This design comes from an exercise in tuning for small area, a short achievable clock period and few clock cycles on the open sky130 flow, not from production work. RTL that was checked went through simulation tests only; none was proved equivalent to the original. No activity file was given, so power comes from the tool's default toggle rates.

== run 1 ==
==> flow/design.v (excerpt) <==
module booth_mul64(clk, reset_n, multiplier, multiplicand, op_start, op_clear, op_done, result);
Settings: LEC_CHECK=0, ABC_AREA=1, CAP_MARGIN=20, CORE_MARGIN=2, CORE_UTILIZATION=55, SETUP_SLACK_MARGIN=4.0, SLEW_MARGIN=20; clock period 7.0 ns.
standard.sh (not shown) runs the stock make flow with config.mk's settings and CLKGATE_MAP_FILE= SYNTH_SCRIPT=/design/flow/synth_recipe.tcl, a recipe that flattens the netlist after the stock synthesis.
==> flow/flow/run.sh <==
#!/bin/bash
# Layout flow: the standard flow, with the port buffers made of the
# smallest plain buffer instead of the default delay buffer, and a clock tree
# of fewer buffers without dummy loads.
set -o pipefail
export BUFFER_PORTS_ARGS="-buffer_cell sky130_fd_sc_hd__buf_1"
export CTS_ARGS="-sink_clustering_enable -repair_clock_nets -dont_use_dummy_load -buf_list sky130_fd_sc_hd__clkbuf_16 -sink_clustering_size 22 -sink_clustering_max_diameter 110"
bash standard.sh > standard.log 2>&1
Testbench counts of run 1, summed over its fixed seeds: cycles 6,144.
--- input diff run 1..run 2 ---
diff --git a/flow/config.mk b/flow/config.mk
--- a/flow/config.mk
+++ b/flow/config.mk
@@ -10,4 +10,4 @@
 export CORE_MARGIN = 2
 export CORE_UTILIZATION = 55
-export SETUP_SLACK_MARGIN = 4.0
+export SETUP_SLACK_MARGIN = 4.2
 export SLEW_MARGIN = 20
## What came out
No stage failed in run 2, and the final checks on the layout all came back clean. Global-route wire length before repair: run 2 vs run 1 up 2.0%. Looking at number of buffer and inverter stages on the critical path, run 2 sits 3 above run 1. Relative to run 1, the combinational logic power measured on run 2 has increased by a little under 10%. Changes observed in run 2 relative to run 1: setup slack increased 39 ps; worst slack at placement -72 ps; global-route usage grew by 0.52 points; proportion of cell area occupied by registers down 1.4 points. The fraction of area in multi-input gates on run 1 is in line with that on run 2. Diff run 1..run 2 | critical path data required time | negligible. Against run 1, run 2 reports a largest net degree at the start of global routing that is higher. Total chip power is lower on run 1.
Changes in run 3 relative to run 2:
diff --git a/flow/config.mk b/flow/config.mk
--- a/flow/config.mk
+++ b/flow/config.mk
@@ -10,4 +10,4 @@
 export CORE_MARGIN = 2
 export CORE_UTILIZATION = 55
-export SETUP_SLACK_MARGIN = 4.2
+export SETUP_SLACK_MARGIN = 4.1
 export SLEW_MARGIN = 20
Findings:
- Looking at capture point of the critical path, the C[38] result is from run 2; the C[36] one comes from run 3.
- Run 3 vs. run 2: clock share of power shows an increase of 0.4 points; design internal power fell by 0.25 mW; number of buffer and inverter instances along the worst setup path dropped 2.
- Run 3 vs run 2 — number of non-clock buffers dropped by a little under 10%
- Diff run 2 -> run 3: maximum frequency now sits higher; power density of the placed cells now sits higher; routed wire length now sits lower; worst setup slack now sits higher.

* * *

== job 3727 ==
booth_mul64, a different RTL version from the one above (not shown whole).
Size in the first run: ~2600 cells after synthesis, ~300 flip-flops, ~260 I/O pins.
## booth_mul64
module booth_mul64(clk, reset_n, multiplier, multiplicand, op_start, op_clear, op_done, result);
export LEC_CHECK = 0
export ABC_AREA = 1
export CAP_MARGIN = 20
export CORE_MARGIN = 2
export CORE_UTILIZATION = 40
export SETUP_SLACK_MARGIN = 4.0
export SLEW_MARGIN = 20
create_clock -name core_clock -period 7.0 [get_ports {clk}]
Scripts as last shown in full above: flow/flow/run.sh
Testbench counts of job 3727, summed over its fixed seeds: cycles 6,144.
--- input diff job 3727..job 5580 ---
# job 3727
export LEC_CHECK = 0
export ABC_AREA = 1
export CAP_MARGIN = 20
export CORE_MARGIN = 2
export CORE_UTILIZATION = 40
export SETUP_SLACK_MARGIN = 4.0
export SLEW_MARGIN = 20
create_clock -name core_clock -period 7.0 [get_ports {clk}]
# job 5580
export LEC_CHECK = 0
export ABC_AREA = 1
export CAP_MARGIN = 20
export CORE_MARGIN = 2
export CORE_UTILIZATION = 65
export SETUP_SLACK_MARGIN = 4.0
export SLEW_MARGIN = 20
create_clock -name core_clock -period 7.0 [get_ports {clk}]
--- outcome ---
- No stage failed in job 5580, and the final checks on the layout all came back clean.
- Comparing job 5580 and job 3727, the lower wire length is on job 5580.
- Re power dissipated in sequential cells: job 5580 and job 3727 aren't equal, and the higher value belongs to job 3727.
- The start point of the critical path comes out bone0[0]$_DFF_P_ in one run and first$_DFF_PN0_ in the other, namely in job 5580 and job 3727 respectively.
- Achievable clock frequency across job 5580 and job 3727: no real change.
- | combinational power | job 3727 vs job 5580 | ≈ equal |
- | number of sequential storage elements | job 3727 vs job 5580 | ≈ equal |
- Met2 capacity usage during global routing: higher on job 5580
diff inputs: job 5580 => job 8095
# job 5580
export LEC_CHECK = 0
export ABC_AREA = 1
export CAP_MARGIN = 20
export CORE_MARGIN = 2
export CORE_UTILIZATION = 65
export SETUP_SLACK_MARGIN = 4.0
export SLEW_MARGIN = 20
create_clock -name core_clock -period 7.0 [get_ports {clk}]
# job 8095
export LEC_CHECK = 0
export CAP_MARGIN = 20
export CORE_MARGIN = 2
export CORE_UTILIZATION = 40
export SETUP_SLACK_MARGIN = 4.0
export SLEW_MARGIN = 20
create_clock -name core_clock -period 7.0 [get_ports {clk}]
==> flow/flow/run.sh <==
#!/bin/bash
# Layout flow: the standard flow, with the port buffers made of the
# smallest plain buffer instead of the default delay buffer, and a clock tree
# of fewer, smaller buffers without dummy loads.
set -o pipefail
export BUFFER_PORTS_ARGS="-buffer_cell sky130_fd_sc_hd__buf_1"
export CTS_ARGS="-sink_clustering_enable -repair_clock_nets -dont_use_dummy_load -buf_list {sky130_fd_sc_hd__clkbuf_8 sky130_fd_sc_hd__clkbuf_16} -sink_clustering_size 20"
bash standard.sh > standard.log 2>&1
--- outcome ---
Of job 5580 and job 8095, the run reporting the lower total number of tap cells was job 5580.
Taking job 5580 as the reference, in job 8095 met1 usage decreased 19 points, worst slack on hold paths decreased 0.017 ns, mapped cell area decreased 670 sq um, slack of the worst reg-to-reg path decreased 0.05 ns, clock share of power increased 4.4 points.
Comparing job 8095 against job 5580, there is no change at all in count of flip-flops with a built-in enable after synthesis.
Diff job 5580..job 8095 | longest individual stage delay on the worst path | negligible
The run with more setup slack is job 5580; job 8095 has less.
Sort job 5580 and job 8095 by clock power, ascending, and job 5580 comes first.
Job 5580 has lower number of buffers inserted during clock tree synthesis than job 8095.

* * *

Setup of red:
Another version of the RTL of booth_mul64 (not shown whole).
For scale: about 2800 cells after synthesis, about 260 I/O pins, about 24000 µm² of cells after synthesis.
export LEC_CHECK = 0
export ABC_AREA = 1
export CAP_MARGIN = 20
export CORE_MARGIN = 2
export CORE_UTILIZATION = 40
export SETUP_SLACK_MARGIN = 4.0
export SLEW_MARGIN = 20
create_clock -name core_clock -period 7.0 [get_ports {clk}]
==> flow/flow/run.sh <==
#!/bin/bash
# Layout flow: the standard flow, with the port buffers made of the
# smallest plain buffer instead of the default delay buffer, and a clock tree
# of fewer buffers without dummy loads.
set -o pipefail
export BUFFER_PORTS_ARGS="-buffer_cell sky130_fd_sc_hd__buf_1"
export CTS_ARGS="-sink_clustering_enable -repair_clock_nets -dont_use_dummy_load -buf_list sky130_fd_sc_hd__clkbuf_16 -sink_clustering_size 22 -sink_clustering_max_diameter 110"
bash standard.sh > standard.log 2>&1
For blue, these inputs were changed with respect to red:
==> flow/flow/run.sh <==
#!/bin/bash
# Layout flow: the standard flow, with the port buffers made of the
# smallest plain buffer instead of the default delay buffer, and no dummy
# loads in the clock tree.
set -o pipefail
export BUFFER_PORTS_ARGS="-buffer_cell sky130_fd_sc_hd__buf_1"
export CTS_ARGS="-sink_clustering_enable -repair_clock_nets -dont_use_dummy_load"
bash standard.sh > standard.log 2>&1
--- a/flow/config.mk
+++ b/flow/config.mk
@@ -7,3 +7,2 @@
 export LEC_CHECK = 0
-export ABC_AREA = 1
 export CAP_MARGIN = 20
### Flow results
[blue vs red] post-route clock period utilization: higher in blue
The cell area after layout reported for blue is greater than that of red by 2.4%.
blue: worst setup slack is 250 ps lower than what red reported.
Worst setup path endpoint: result[103]$_DFF_P_ -> blue, C[2]$_DFF_P_ -> red
Share of total power in the clock network came out higher on blue than on red.
Summary of the comparison: die area is lower in blue, relative to red.
No run of this note included a check of the RTL's function; only the layout flow was run.

* * *

Setup of oak:
booth_mul64 with an RTL version that a note above also has.
Size: ~2100 cells after synthesis, roughly 300 flip-flops, roughly 23000 um2 of cells after synthesis.
Design booth_mul64, start of the top module:
module booth_mul64(clk, reset_n, multiplier, multiplicand, op_start, op_clear, op_done, result);
clock: 7.0 ns
lec_check: 0
cap_margin: 20
core_margin: 2
core_utilization: 40
setup_slack_margin: 4.0
slew_margin: 20
==> flow/flow/run.sh <==
#!/bin/bash
# Layout flow: the standard flow, with the port buffers made of the
# smallest plain buffer instead of the default delay buffer, and a clock tree
# of fewer buffers without dummy loads.
set -o pipefail
export BUFFER_PORTS_ARGS="-buffer_cell sky130_fd_sc_hd__buf_1"
export CTS_ARGS="-sink_clustering_enable -repair_clock_nets -dont_use_dummy_load -buf_list sky130_fd_sc_hd__clkbuf_16 -sink_clustering_size 22 -sink_clustering_max_diameter 110"
bash standard.sh > standard.log 2>&1
oak has completed all stages; timing, DRC and antenna checks passed.
Testbench counts of oak, summed over its fixed seeds: cycles 6,144.
diff inputs: oak => pine
==> flow/flow/run.sh <==
#!/bin/bash
# Layout flow: the standard flow, with the port buffers made of the
# smallest plain buffer instead of the default delay buffer, and no dummy
# loads in the clock tree.
set -o pipefail
export BUFFER_PORTS_ARGS="-buffer_cell sky130_fd_sc_hd__buf_1"
export CTS_ARGS="-sink_clustering_enable -repair_clock_nets -dont_use_dummy_load"
bash standard.sh > standard.log 2>&1
-- flow/config.mk --
<<< oak, line 9
export CORE_MARGIN = 2
export CORE_UTILIZATION = 40
export SETUP_SLACK_MARGIN = 4.0
export SLEW_MARGIN = 20
>>> pine, line 9
export CORE_MARGIN = 2
export CORE_UTILIZATION = 40
export SETUP_SLACK_MARGIN = 3.7
export SLEW_MARGIN = 20
Notes after the runs:
Of oak and pine, the lower area growth from synthesis to final layout belongs to pine. pine ended up with a higher number of clock buffers inserted by TritonCTS than oak did. Max routed wire length across oak and pine: oak. Against oak as the reference, pine delivers a higher total number of H-tree levels. Final setup slack of the worst path: pine < oak.
Inputs modified between pine and birch:
==> flow/flow/run.sh <==
#!/bin/bash
# Layout flow: the standard flow, with the port buffers made of the
# smallest plain buffer instead of the default delay buffer, and a clock tree
# of fewer buffers without dummy loads.
set -o pipefail
export BUFFER_PORTS_ARGS="-buffer_cell sky130_fd_sc_hd__buf_1"
export CTS_ARGS="-sink_clustering_enable -repair_clock_nets -dont_use_dummy_load -buf_list sky130_fd_sc_hd__clkbuf_16 -sink_clustering_size 22 -sink_clustering_max_diameter 110"
bash standard.sh > standard.log 2>&1
==> flow/config.mk <==
export PLATFORM = sky130hd
export DESIGN_NAME = booth_mul64
export DESIGN_NICKNAME = booth_mul64
export VERILOG_FILES = /design/flow/design.v
export SDC_FILE = /design/flow/constraint.sdc
export NUM_CORES = 4
export LEC_CHECK = 0
export ABC_AREA = 1
export CAP_MARGIN = 20
export CORE_MARGIN = 2
export CORE_UTILIZATION = 55
export SETUP_SLACK_MARGIN = 4.0
export SLEW_MARGIN = 20
- | clock share of power | birch vs pine | 4.9 points lower |
- Taking pine as the reference, in birch worst hold slack now sits lower; register-to-register slack now sits higher; layout clock buffer count now sits lower; ratio of cells with drive above 1 in the final layout now sits lower; first-pass GRT wire length now sits higher.
- Changes observed in birch relative to pine: average footprint of a synthesized cell shows a reduction of 16%, sequential cell area fraction in the yosys report shows a reduction of 0.87 points, overall power of the completed layout shows a reduction of about 3.6%, final-stage net count shows an increase of 540.
Changes in maple relative to birch:
==> flow/flow/run.sh <==
#!/bin/bash
# Layout flow: the standard flow, with the port buffers made of the
# smallest plain buffer instead of the default delay buffer, a clock tree of
# fewer buffers without dummy loads, and no four-high transistor stacks
# (slow under load) among the cells the mapper and resizer may pick.
set -o pipefail
export BUFFER_PORTS_ARGS="-buffer_cell sky130_fd_sc_hd__buf_1"
export CTS_ARGS="-sink_clustering_enable -repair_clock_nets -dont_use_dummy_load -buf_list sky130_fd_sc_hd__clkbuf_16 -sink_clustering_size 22 -sink_clustering_max_diameter 110"
export DONT_USE_CELLS="sky130_fd_sc_hd__a2111o_1 sky130_fd_sc_hd__a2111o_2 sky130_fd_sc_hd__a2111o_4 sky130_fd_sc_hd__a2111oi_0 sky130_fd_sc_hd__a2111oi_1 sky130_fd_sc_hd__a2111oi_2 sky130_fd_sc_hd__a2111oi_4 sky130_fd_sc_hd__a41o_1 sky130_fd_sc_hd__a41o_2 sky130_fd_sc_hd__a41o_4 sky130_fd_sc_hd__a41oi_1 sky130_fd_sc_hd__a41oi_2 sky130_fd_sc_hd__a41oi_4 sky130_fd_sc_hd__nor4_1 sky130_fd_sc_hd__nor4_2 sky130_fd_sc_hd__nor4_4 sky130_fd_sc_hd__nor4b_1 sky130_fd_sc_hd__nor4b_2 sky130_fd_sc_hd__nor4b_4 sky130_fd_sc_hd__nor4bb_1 sky130_fd_sc_hd__nor4bb_2 sky130_fd_sc_hd__nor4bb_4 sky130_fd_sc_hd__o2111a_1 sky130_fd_sc_hd__o2111a_2 sky130_fd_sc_hd__o2111a_4 sky130_fd_sc_hd__o2111ai_1 sky130_fd_sc_hd__o2111ai_2 sky130_fd_sc_hd__o2111ai_4 sky130_fd_sc_hd__o41a_1 sky130_fd_sc_hd__o41a_2 sky130_fd_sc_hd__o41a_4 sky130_fd_sc_hd__o41ai_1 sky130_fd_sc_hd__o41ai_2 sky130_fd_sc_hd__o41ai_4 sky130_fd_sc_hd__or4_1 sky130_fd_sc_hd__or4_2 sky130_fd_sc_hd__or4_4 sky130_fd_sc_hd__or4b_1 sky130_fd_sc_hd__or4b_2 sky130_fd_sc_hd__or4b_4 sky130_fd_sc_hd__or4bb_1 sky130_fd_sc_hd__or4bb_2 sky130_fd_sc_hd__or4bb_4 "
bash standard.sh > standard.log 2>&1
==> flow/config.mk <==
export PLATFORM = sky130hd
export DESIGN_NAME = booth_mul64
export DESIGN_NICKNAME = booth_mul64
export VERILOG_FILES = /design/flow/design.v
export SDC_FILE = /design/flow/constraint.sdc
export NUM_CORES = 4
export LEC_CHECK = 0
export CAP_MARGIN = 20
export CORE_MARGIN = 2
export CORE_UTILIZATION = 40
export SETUP_SLACK_MARGIN = 4.0
export SLEW_MARGIN = 20
## What came out
Per the comparison of maple with birch, synthesized netlist cell count moved down; setup slack of the critical path after layout moved down; global-route total usage across every layer moved down. maple against birch: area of all placed cells without fillers neither gained nor lost much; number of stages on the worst setup path increased by 4 relative to the old numbers; hold slack climbed 6.2 ps. birch → maple: number of placed instances, taps included fell by 316; overall die width went up by 15%.
Setup changes, maple to cedar
==> flow/flow/run.sh <==
#!/bin/bash
# Layout flow: the standard flow, with the port buffers made of the
# smallest plain buffer instead of the default delay buffer, and a clock tree
# of fewer buffers without dummy loads.
set -o pipefail
export BUFFER_PORTS_ARGS="-buffer_cell sky130_fd_sc_hd__buf_1"
export CTS_ARGS="-sink_clustering_enable -repair_clock_nets -dont_use_dummy_load -buf_list sky130_fd_sc_hd__clkbuf_16 -sink_clustering_size 22 -sink_clustering_max_diameter 110"
bash standard.sh > standard.log 2>&1
==> flow/config.mk <==
export PLATFORM = sky130hd
export DESIGN_NAME = booth_mul64
export DESIGN_NICKNAME = booth_mul64
export VERILOG_FILES = /design/flow/design.v
export SDC_FILE = /design/flow/constraint.sdc
export NUM_CORES = 4
export LEC_CHECK = 0
export ABC_AREA = 1
export CAP_MARGIN = 20
export CORE_MARGIN = 2
export CORE_UTILIZATION = 40
export SETUP_SLACK_MARGIN = 4.2
export SLEW_MARGIN = 20
cedar vs. maple: combinational power climbed about 0.5%; share of the final layout cell area in sequential cells dropped 1.4 points; buffering overhead climbed 1.0 points; required time of the worst setup path barely changed.
On utilization: cedar sits above maple.
The lower non-clock buffer count in the final layout of cedar and maple is in maple.
Placed cell count, cedar vs maple: up by more than 10%
Compared with maple, in cedar design area increased about 5%; smallest setup slack after layout increased 130 ps; floorplan die area increased 1700 um2.

[static timing again, ports no longer ideal]
In the flow no input, the clock included, has a driving cell. The finished layouts below were timed again as built, in two steps.
Step 1 assumes that a clkbuf_16 drives the clock port and a buf_2 every other input.
Step 2, shift: input delay + t, output delay - t, t = (earliest + latest rising clock arrival at the registers) / 2. This alone moves slack from input paths to output paths.
Three values: ideal, step 1, step 2; two values: the first two.
| run | shift t [ns] | setup slack, ns | latest minus earliest clock arrival (ns) | cell pins on the clock port's net |
|---|---|---|---|---|
| run 1 | 0.593 | 4.024 / 4.024 / 4.024 | 0.039 / 0.039 | 1 |
| run 2 | 0.587 | 4.064 / 4.064 / 4.064 | 0.053 / 0.052 | 1 |
| run 3 | 0.590 | 4.094 / 4.094 / 4.094 | 0.048 / 0.048 | 1 |
| job 3727 | 0.595 | 4.050 / 4.050 / 4.023 | 0.052 / 0.053 | 1 |
| job 5580 | 0.584 | 4.044 / 4.044 / 4.044 | 0.055 / 0.054 | 1 |
| job 8095 | 0.606 | 3.991 / 3.991 / 3.788 | 0.048 / 0.048 | 1 |
| red | 0.601 | 4.056 / 4.056 / 4.039 | 0.029 / 0.029 | 1 |
| blue | 0.602 | 3.808 / 3.808 / 3.808 | 0.046 / 0.046 | 1 |
| oak | 0.583 | 3.964 / 3.964 / 3.838 | 0.040 / 0.041 | 1 |
| pine | 0.603 | 3.799 / 3.799 / 3.799 | 0.022 / 0.022 | 1 |
| birch | 0.593 | 4.068 / 4.068 / 4.068 | 0.041 / 0.041 | 1 |
| maple | 0.583 | 3.964 / 3.964 / 3.838 | 0.040 / 0.041 | 1 |
| cedar | 0.595 | 4.093 / 4.093 / 4.093 | 0.045 / 0.045 | 1 |
After both steps setup and hold are still met in every run listed. For job 8095, which loses most, drivers alone change the setup slack by 0.000 ns; drivers and shift together by -0.203 ns.
